Background: an optimization exercise with open tools, aiming at small area, a short achievable clock period and few clock cycles. Do not read the settings as production practice.
Only simulation tests tie the RTL to the original design; equivalence was not proved.
Power figures rest on the tool's default switching activity, not on a simulated workload.

## mips_pipeline
module mips_pipeline (
    input  wire        clk,
    input  wire        reset,
    output wire [31:0] imem_addr,
    input  wire [31:0] imem_rdata,
    output wire [31:0] dmem_addr,
    output wire [31:0] dmem_wdata,
    output wire        dmem_we,
    output wire        dmem_re,
    input  wire [31:0] dmem_rdata
);
reg  [9:0]  pc;
reg  [31:0] x_a;         
reg  [31:0] x_b;         
reg  [31:0] x_sd;        
reg  [4:0]  x_sh;        
reg  [9:0]  x_target;    
reg  [4:0]  x_dst;
reg         x_inv;
reg         x_sum, x_and, x_or, x_nor, x_slt, x_sll, x_srl;
reg         x_wr_alu, x_wr_ld, x_load, x_store, x_br;
reg  [31:0] m_res;       
reg  [31:0] m_addr;      
reg  [31:0] m_wdata;
reg  [4:0]  m_dst;
reg         m_regwrite;  
reg         m_load;      
reg         m_re, m_we;
wire [31:0] ins = imem_rdata;
wire [5:0]  op  = ins[31:26];
wire [4:0]  rs  = ins[25:21];
wire [4:0]  rt  = ins[20:16];
wire [4:0]  rd  = ins[15:11];
wire [5:0]  fn  = ins[5:0];
wire f_r    = (op == 6'h00);
wire f_radd = f_r & (fn == 6'h20);
wire f_rsub = f_r & (fn == 6'h22);
wire f_rand = f_r & (fn == 6'h24);
wire f_ror  = f_r & (fn == 6'h25);
wire f_rnor = f_r & (fn == 6'h27);
wire f_rslt = f_r & (fn == 6'h2a);
  ...
Size: ~1200 flip-flops, ~160 I/O pins, about 57000 µm² of cells after synthesis.
clock: 7.5 ns
lec_check: 0
cap_margin: 20
core_margin: 2
core_utilization: 40
setup_slack_margin: 4.4
slew_margin: 20
tns_end_percent: 20
run.sh (not shown) runs the stock make flow with config.mk's settings and CLKGATE_MAP_FILE= SYNTH_SCRIPT=/design/flow/synth_recipe.tcl, a recipe that flattens the netlist after the stock synthesis.
The first run completed without violations.
Testbench counts at the start, summed over its fixed seeds: cycles 23,348.
Then changed:
==> flow/flow/run.sh (new file) <==
#!/bin/bash
# Standard layout, with the ports buffered by buf_4 cells instead of the
# default delay-cell buffers.
set -e
export BUFFER_PORTS_ARGS="-buffer_cell sky130_fd_sc_hd__buf_4"
bash standard.sh > standard.log 2>&1
==> flow/standard.sh (new file) <==
#!/bin/bash
# synth_recipe.tcl (not shown) runs the flow's synth.tcl, then flattens the netlist and writes it again
# the make line also repeats each setting of config.mk as NAME=value (left out here)
make -C /OpenROAD-flow-scripts/flow DESIGN_CONFIG=/design/flow/config.mk WORK_HOME=/design/flow/orfs CLKGATE_MAP_FILE= SYNTH_SCRIPT=/design/flow/synth_recipe.tcl "${@:-finish}"
--- a/flow/config.mk
+++ b/flow/config.mk
@@ -10,3 +10,3 @@
 export CORE_UTILIZATION = 40
-export SETUP_SLACK_MARGIN = 4.4
+export SETUP_SLACK_MARGIN = 4.6
 export SLEW_MARGIN = 20
removed: flow/run.sh
Result: Hold slack barely changes. Cell area grows by 1.6%. Setup slack gains 0.037 ns. Wire length is about the same. Non-clock buffer count grows by 56. Sequential share of layout area shrinks by 0.69 points.

the previous run:
The RTL this note starts from:
==> flow/design.v <==
module mips_pipeline (
    input  wire        clk,
    input  wire        reset,
    output wire [31:0] imem_addr,
    input  wire [31:0] imem_rdata,
    output wire [31:0] dmem_addr,
    output wire [31:0] dmem_wdata,
    output wire        dmem_we,
    output wire        dmem_re,
    input  wire [31:0] dmem_rdata
);
reg  [9:0]  pc;
reg  [9:0]  pc_o;        
reg  [31:0] x_a;         
reg  [31:0] x_b;         
reg  [31:0] x_sd;        
reg  [4:0]  x_sh;        
reg  [9:0]  x_target;    
reg  [4:0]  x_dst;
reg         x_inv;
reg         x_fsd;       
reg         x_sum, x_and, x_or, x_nor, x_slt, x_sll, x_srl;
reg         x_wr_alu, x_wr_ld, x_load, x_store, x_br;
reg  [31:0] m_res;       
reg  [31:0] m_wdata;
reg  [4:0]  m_dst;
reg  [31:1] m_we_oh;     
reg         m_regwrite;  
reg         m_load;      
reg         m_re, m_we;
wire [31:0] ins = imem_rdata;
wire [5:0]  op  = ins[31:26];
wire [4:0]  rs  = ins[25:21];
wire [4:0]  rt  = ins[20:16];
wire [4:0]  rd  = ins[15:11];
wire [5:0]  fn  = ins[5:0];
wire f_r    = (op == 6'h00);
wire f_radd = f_r & (fn == 6'h20);
wire f_rsub = f_r & (fn == 6'h22);
wire f_rand = f_r & (fn == 6'h24);
wire f_ror  = f_r & (fn == 6'h25);
wire f_rnor = f_r & (fn == 6'h27);
wire f_rslt = f_r & (fn == 6'h2a);
wire f_rsll = f_r & (fn == 6'h00);
wire f_rsrl = f_r & (fn == 6'h02);
wire f_addi = (op == 6'h08);
wire f_andi = (op == 6'h0c);
wire f_ori  = (op == 6'h0d);
wire f_slti = (op == 6'h0a);
wire f_lw   = (op == 6'h23);
wire f_sw   = (op == 6'h2b);
wire f_beq  = (op == 6'h04);
wire f_same = (rs == rt);
wire f_bc   = f_beq & ~f_same;               
wire f_ialu   = f_addi | f_andi | f_ori | f_slti;
wire f_rknown = f_radd | f_rsub | f_rand | f_ror | f_rnor | f_rslt | f_rsll | f_rsrl;
wire [4:0] f_dst = f_r ? rd : rt;
wire f_nz     = (f_dst != 5'd0);
wire f_wr_alu = (f_rknown | f_ialu) & f_nz;
wire f_wr_ld  = f_lw & f_nz;
wire f_inv    = f_rsub | f_rslt | f_slti;    
wire stall = x_wr_ld & ((x_dst == rs) | (x_dst == rt));
wire [9:0] pc1      = pc + 10'd1;
wire [9:0] f_target = pc1 + ins[9:0];
wire       x_taken;
wire [9:0] pc_next  = x_taken ? x_target :
                      stall   ? pc :
                      (f_beq & f_same) ? f_target : pc1;
always @(posedge clk or posedge reset)
  if (reset) pc <= 10'd0;
  else       pc <= pc_next;
always @(posedge clk)
  pc_o <= reset ? 10'd0 : pc_next;
assign imem_addr = {20'd0, pc_o, 2'b00};
wire [31:0] m_val = m_load ? dmem_rdata : m_res;
wire [31:0] rf [0:31];
assign rf[0] = 32'd0;
genvar gi;
generate
  for (gi = 1; gi < 32; gi = gi + 1) begin : g_rf
    reg [31:0] r;
    always @(posedge clk)
      if (m_we_oh[gi]) r <= ~m_val;    
    assign rf[gi] = ~r;
  end
endgenerate
wire [31:0] res;
wire fwd_a = x_wr_alu & (x_dst == rs);
wire fwd_b = x_wr_alu & (x_dst == rt);
wire byp_a = m_regwrite & (m_dst == rs);
wire byp_b = m_regwrite & (m_dst == rt);
reg [31:0] rf_a, rf_b;
integer k;
always @(*) begin
  rf_a = 32'd0;
  rf_b = 32'd0;
  for (k = 1; k < 32; k = k + 1) begin
    rf_a = rf_a | ({32{rs == k}} & rf[k]);
    rf_b = rf_b | ({32{rt == k}} & rf[k]);
  end
end
wire [31:0] rd_a = fwd_a ? res : byp_a ? m_val : rf_a;
wire f_useb  = f_r | f_beq;
wire s_fwd_p = f_useb & fwd_b & ~f_inv;
wire s_fwd_n = f_useb & fwd_b &  f_inv;
wire s_byp   = f_useb & ~fwd_b & byp_b;
wire s_rf_p  = f_useb & ~fwd_b & ~byp_b & ~f_inv;
wire s_rf_n  = f_useb & ~fwd_b & ~byp_b &  f_inv;
wire [31:0] f_immx = {{16{ins[15]}}, ins[15:0]} ^ {32{f_inv}};
wire [31:0] f_bop = ({32{s_fwd_p}} & res) | ({32{s_fwd_n}} & ~res) |
                    ({32{s_rf_p}} & rf_b) | ({32{s_rf_n}} & ~rf_b) |
                    ({32{s_byp}} & (m_val ^ {32{f_inv}})) | ({32{~f_useb}} & f_immx);
always @(posedge clk) begin
  x_a      <= rd_a;
  x_b      <= f_bop;
  x_sd     <= byp_b ? m_val : rf_b;
  x_fsd    <= fwd_b;
  x_sh     <= ins[10:6];
  x_target <= f_target;
  x_dst    <= f_dst;
  x_inv    <= f_inv;
  x_sum    <= f_radd | f_rsub | f_addi | f_lw | f_sw;
  x_and    <= f_rand | f_andi;
  x_or     <= f_ror | f_ori;
  x_nor    <= f_rnor;
  x_slt    <= f_rslt | f_slti;
  x_sll    <= f_rsll;
  x_srl    <= f_rsrl;
end
wire f_ok = ~x_taken & ~stall;
always @(posedge clk or posedge reset)
  if (reset) begin
    x_wr_alu <= 1'b0;
    x_wr_ld  <= 1'b0;
    x_load   <= 1'b0;
    x_store  <= 1'b0;
    x_br     <= 1'b0;
  end else begin
    x_wr_alu <= f_wr_alu & f_ok;
    x_wr_ld  <= f_wr_ld & f_ok;
    x_load   <= f_lw & f_ok;
    x_store  <= f_sw & f_ok;
    x_br     <= f_bc & f_ok;
  end
wire [31:0] a = x_a;
wire [31:0] b = x_b;
wire [31:0] p0 = a ^ b;
wire [31:0] g0 = a & b;
reg  [31:0] gk, pk, gn, pn;
integer j, d;
always @(*) begin
  gk = g0; pk = p0;
  gk[0] = g0[0] | (p0[0] & x_inv);
  for (d = 1; d < 32; d = d * 2) begin
    gn = gk; pn = pk;
    for (j = d; j < 32; j = j + 1) begin
      gn[j] = gk[j] | (pk[j] & gk[j-d]);
      pn[j] = pk[j] & pk[j-d];
    end
    gk = gn; pk = pn;
  end
end
wire [31:0] c   = {gk[30:0], x_inv};
wire [31:0] sum = p0 ^ c;
wire        lt  = (a[31] == b[31]) ? a[31] : ~c[31];
function [31:0] rev(input [31:0] v);
  integer i;
  for (i = 0; i < 32; i = i + 1) rev[i] = v[31-i];
endfunction
wire [31:0] shin = x_sll ? rev(x_b) : x_b;
wire [31:0] shr  = shin >> x_sh;
reg [31:0] r;
always @(*) begin
  r = 32'd0;
  if (x_sum) r = r | sum;
  if (x_and) r = r | (a & b);
  if (x_or)  r = r | (a | b);
  if (x_nor) r = r | ~(a | b);
  if (x_slt) r = r | {31'd0, lt};
  if (x_sll) r = r | rev(shr);
  if (x_srl) r = r | shr;
end
assign res = r;
assign x_taken = x_br & (x_a == x_b);
always @(posedge clk) begin
  m_res   <= res;
  m_wdata <= x_fsd ? m_res : x_sd;
  m_dst   <= x_dst;
  for (k = 1; k < 32; k = k + 1) m_we_oh[k] <= (x_wr_alu | x_wr_ld) & (x_dst == k);
end
always @(posedge clk or posedge reset)
  if (reset) begin
    m_regwrite <= 1'b0;
    m_load     <= 1'b0;
    m_re       <= 1'b0;
    m_we       <= 1'b0;
  end else begin
    m_regwrite <= x_wr_alu | x_wr_ld;
    m_load     <= x_wr_ld;
    m_re       <= x_load;
    m_we       <= x_store;
  end
assign dmem_addr  = m_res;
assign dmem_wdata = m_wdata;
assign dmem_we    = m_we;
assign dmem_re    = m_re;
endmodule
export LEC_CHECK = 0
export ABC_AREA = 1
export CAP_MARGIN = 20
export CORE_MARGIN = 2
export CORE_UTILIZATION = 45
export CTS_CLUSTER_DIAMETER = 60
export CTS_CLUSTER_SIZE = 30
export SLEW_MARGIN = 20
export TNS_END_PERCENT = 20
create_clock -name core_clock -period 7.5 [get_ports {clk}]
standard.sh (not shown) runs the stock make flow with config.mk's settings and CLKGATE_MAP_FILE= SYNTH_SCRIPT=/design/flow/synth_recipe.tcl, a recipe that flattens the netlist after the stock synthesis.
==> flow/flow/run.sh <==
#!/bin/bash
# Standard layout with three changes:
#  - ports buffered by buf_4 cells instead of the default delay-cell buffers;
#  - no gate cloning in timing repair (a clone can overload its driver after
#    the last design repair);
#  - timing repair aims at a setup margin of 4.8 ns up to clock tree synthesis
#    and 4.65 ns after global routing.
set -e
export BUFFER_PORTS_ARGS="-buffer_cell sky130_fd_sc_hd__buf_4"
export SKIP_GATE_CLONING=1
SETUP_SLACK_MARGIN=4.8 bash standard.sh cts > standard_cts.log 2>&1
SETUP_SLACK_MARGIN=4.65 bash standard.sh > standard_finish.log 2>&1
Testbench counts of the previous run, summed over its fixed seeds: cycles 23,348.
Relative to the previous run, the following input files were edited for the current run:
Settings: CORE_UTILIZATION: 45 -> 35.
## What came out
Across the current run and the previous run, the outcome is the same: a clean finish for every run. Taking the previous run as the reference, in the current run proportion of final cell area spent on non-clock buffers went down by 0.46 points, internal power summed over all cells closely matched the old numbers, number of clock-tree buffers in the layout now sits higher, critical path depth went down 3, setup fix buffers added after clock tree synthesis climbed 4.4%. Diff the previous run -> the current run: share of the clock period used by the worst path rose by 2.0 points; worst slack after detailed placement rose by 71 ps; switching fraction of total power stayed essentially flat; maximum clock frequency fell by about 4.6%.

Another version of the RTL of mips_pipeline (not shown whole).
Size in the first run: about 1200 flip-flops, roughly 160 I/O pins, about 0.062 mm^2 of cells after synthesis.
==> flow/config.mk <==
export PLATFORM = sky130hd
export DESIGN_NAME = mips_pipeline
export DESIGN_NICKNAME = mips_pipeline
export VERILOG_FILES = /design/flow/design.v
export SDC_FILE = /design/flow/constraint.sdc
export NUM_CORES = 8
export LEC_CHECK = 0
export ABC_AREA = 1
export CAP_MARGIN = 20
export CORE_MARGIN = 2
export CORE_UTILIZATION = 40
export CTS_CLUSTER_DIAMETER = 60
export CTS_CLUSTER_SIZE = 30
export SETUP_SLACK_MARGIN = 4.8
export SLEW_MARGIN = 20
export TNS_END_PERCENT = 20
==> flow/constraint.sdc <==
create_clock -name core_clock -period 7.5 [get_ports {clk}]
set_input_delay 1.5000 -clock core_clock [delete_from_list [all_inputs] [get_ports {clk}]]
set_output_delay 1.5000 -clock core_clock [all_outputs]
set_load 0.01 [all_outputs]
==> flow/flow/run.sh <==
#!/bin/bash
# Standard layout, with the ports buffered by buf_4 cells instead of the
# default delay-cell buffers.
set -e
export BUFFER_PORTS_ARGS="-buffer_cell sky130_fd_sc_hd__buf_4"
bash standard.sh > standard.log 2>&1
The baseline produced a layout that fails on capacitance limit, slew limit.
Testbench counts at the start, summed over its fixed seeds: cycles 23,348.
Edit:
--- a/flow/config.mk
+++ b/flow/config.mk
@@ -6,5 +6,4 @@
 export NUM_CORES = 8
 export LEC_CHECK = 0
-export ABC_AREA = 1
 export CAP_MARGIN = 20
 export CORE_MARGIN = 2
@@ -12,5 +11,5 @@
 export CTS_CLUSTER_DIAMETER = 60
 export CTS_CLUSTER_SIZE = 30
-export SETUP_SLACK_MARGIN = 4.8
+export SETUP_SLACK_MARGIN = 4.6
 export SLEW_MARGIN = 20
 export TNS_END_PERCENT = 20
=>
- The changed run completed without violations
- routed wire length is lower by roughly a tenth
- sequential power is about the same
- non-clock buffer count is higher by 256
- total power is lower slightly
- combinational power is higher by a few percent
- fmax is lower by roughly a tenth
- design area is lower slightly

== job 101 ==
mips_pipeline, a different RTL version from the one above (not shown whole).
Size in the first run: ~1200 flip-flops, ~160 I/O pins, about 63000 um^2 of cells after synthesis.
clock: 7.5 ns
lec_check: 0
abc_area: 1
cap_margin: 20
core_margin: 2
core_utilization: 40
cts_cluster_diameter: 60
cts_cluster_size: 30
setup_slack_margin: 4.8
slew_margin: 20
tns_end_percent: 20
==> flow/flow/run.sh <==
#!/bin/bash
# Standard layout, with the ports buffered by buf_4 cells instead of the
# default delay-cell buffers, and without gate cloning in timing repair
# (a clone can overload its driver after the last design repair).
set -e
export BUFFER_PORTS_ARGS="-buffer_cell sky130_fd_sc_hd__buf_4"
export SKIP_GATE_CLONING=1
bash standard.sh > standard.log 2>&1
Job 101 completed; timing, DRC and antenna clean
Testbench counts of job 101, summed over its fixed seeds: cycles 23,348.
## Diff of input files: job 102 against job 101
Settings: removing SETUP_SLACK_MARGIN (formerly 4.8).
==> flow/flow/run.sh <==
#!/bin/bash
# Standard layout with three changes:
#  - ports buffered by buf_4 cells instead of the default delay-cell buffers;
#  - no gate cloning in timing repair (a clone can overload its driver after
#    the last design repair);
#  - timing repair aims at a setup margin of 4.8 ns up to clock tree synthesis
#    and 4.65 ns after global routing.
set -e
export BUFFER_PORTS_ARGS="-buffer_cell sky130_fd_sc_hd__buf_4"
export SKIP_GATE_CLONING=1
SETUP_SLACK_MARGIN=4.8 bash standard.sh cts > standard_cts.log 2>&1
SETUP_SLACK_MARGIN=4.65 bash standard.sh > standard_finish.log 2>&1
## What came out
No stage failed in job 102, and the final checks on the layout all came back clean.
Wire length, job 101 and job 102: smaller value in job 102
Summary of job 102 over job 101: initial antenna violation count went down, leakage power lost about 2%.

port drivers added, routing unchanged:
The flow's constraints put no driver on any port. The routed layouts listed below were extracted and timed again, unchanged, in two steps.
Step 1, drivers: a clkbuf_16 drives clk and a buf_2 each remaining input, both assumed.
Step 2 also shifts input and output timing later by t, the mid clock arrival at the registers, as if the neighbouring blocks saw the same clock.
Three values: ideal ports, drivers, drivers and shift; two values: the first two.
| run | t, ns | slack for setup (ns) | worst slew at a driven data input, ns |
|---|---|---|---|
| the first run of note 1 | 0.867 | 4.030 / 3.969 / 3.102 | 0.18 |
| the second run of note 1 | 0.897 | 4.067 / 4.054 / 3.157 | 0.17 |
| the previous run | 0.832 | 4.338 / 4.342 / 3.510 | 0.11 |
| the current run | 0.870 | 4.186 / 4.208 / 3.338 | 0.11 |
| the first run of note 3 | 0.871 | 4.419 / 4.384 / 3.512 | 0.29 |
| the second run of note 3 | 0.834 | 4.053 / 4.029 / 3.196 | 0.18 |
| job 101 | 0.894 | 4.290 / 4.267 / 3.373 | 0.10 |
| job 102 | 0.894 | 4.463 / 4.470 / 3.579 | 0.09 |
The setup slack of the first run of note 1, which loses most, moves by -0.061 ns with the drivers and by -0.928 ns with both steps.
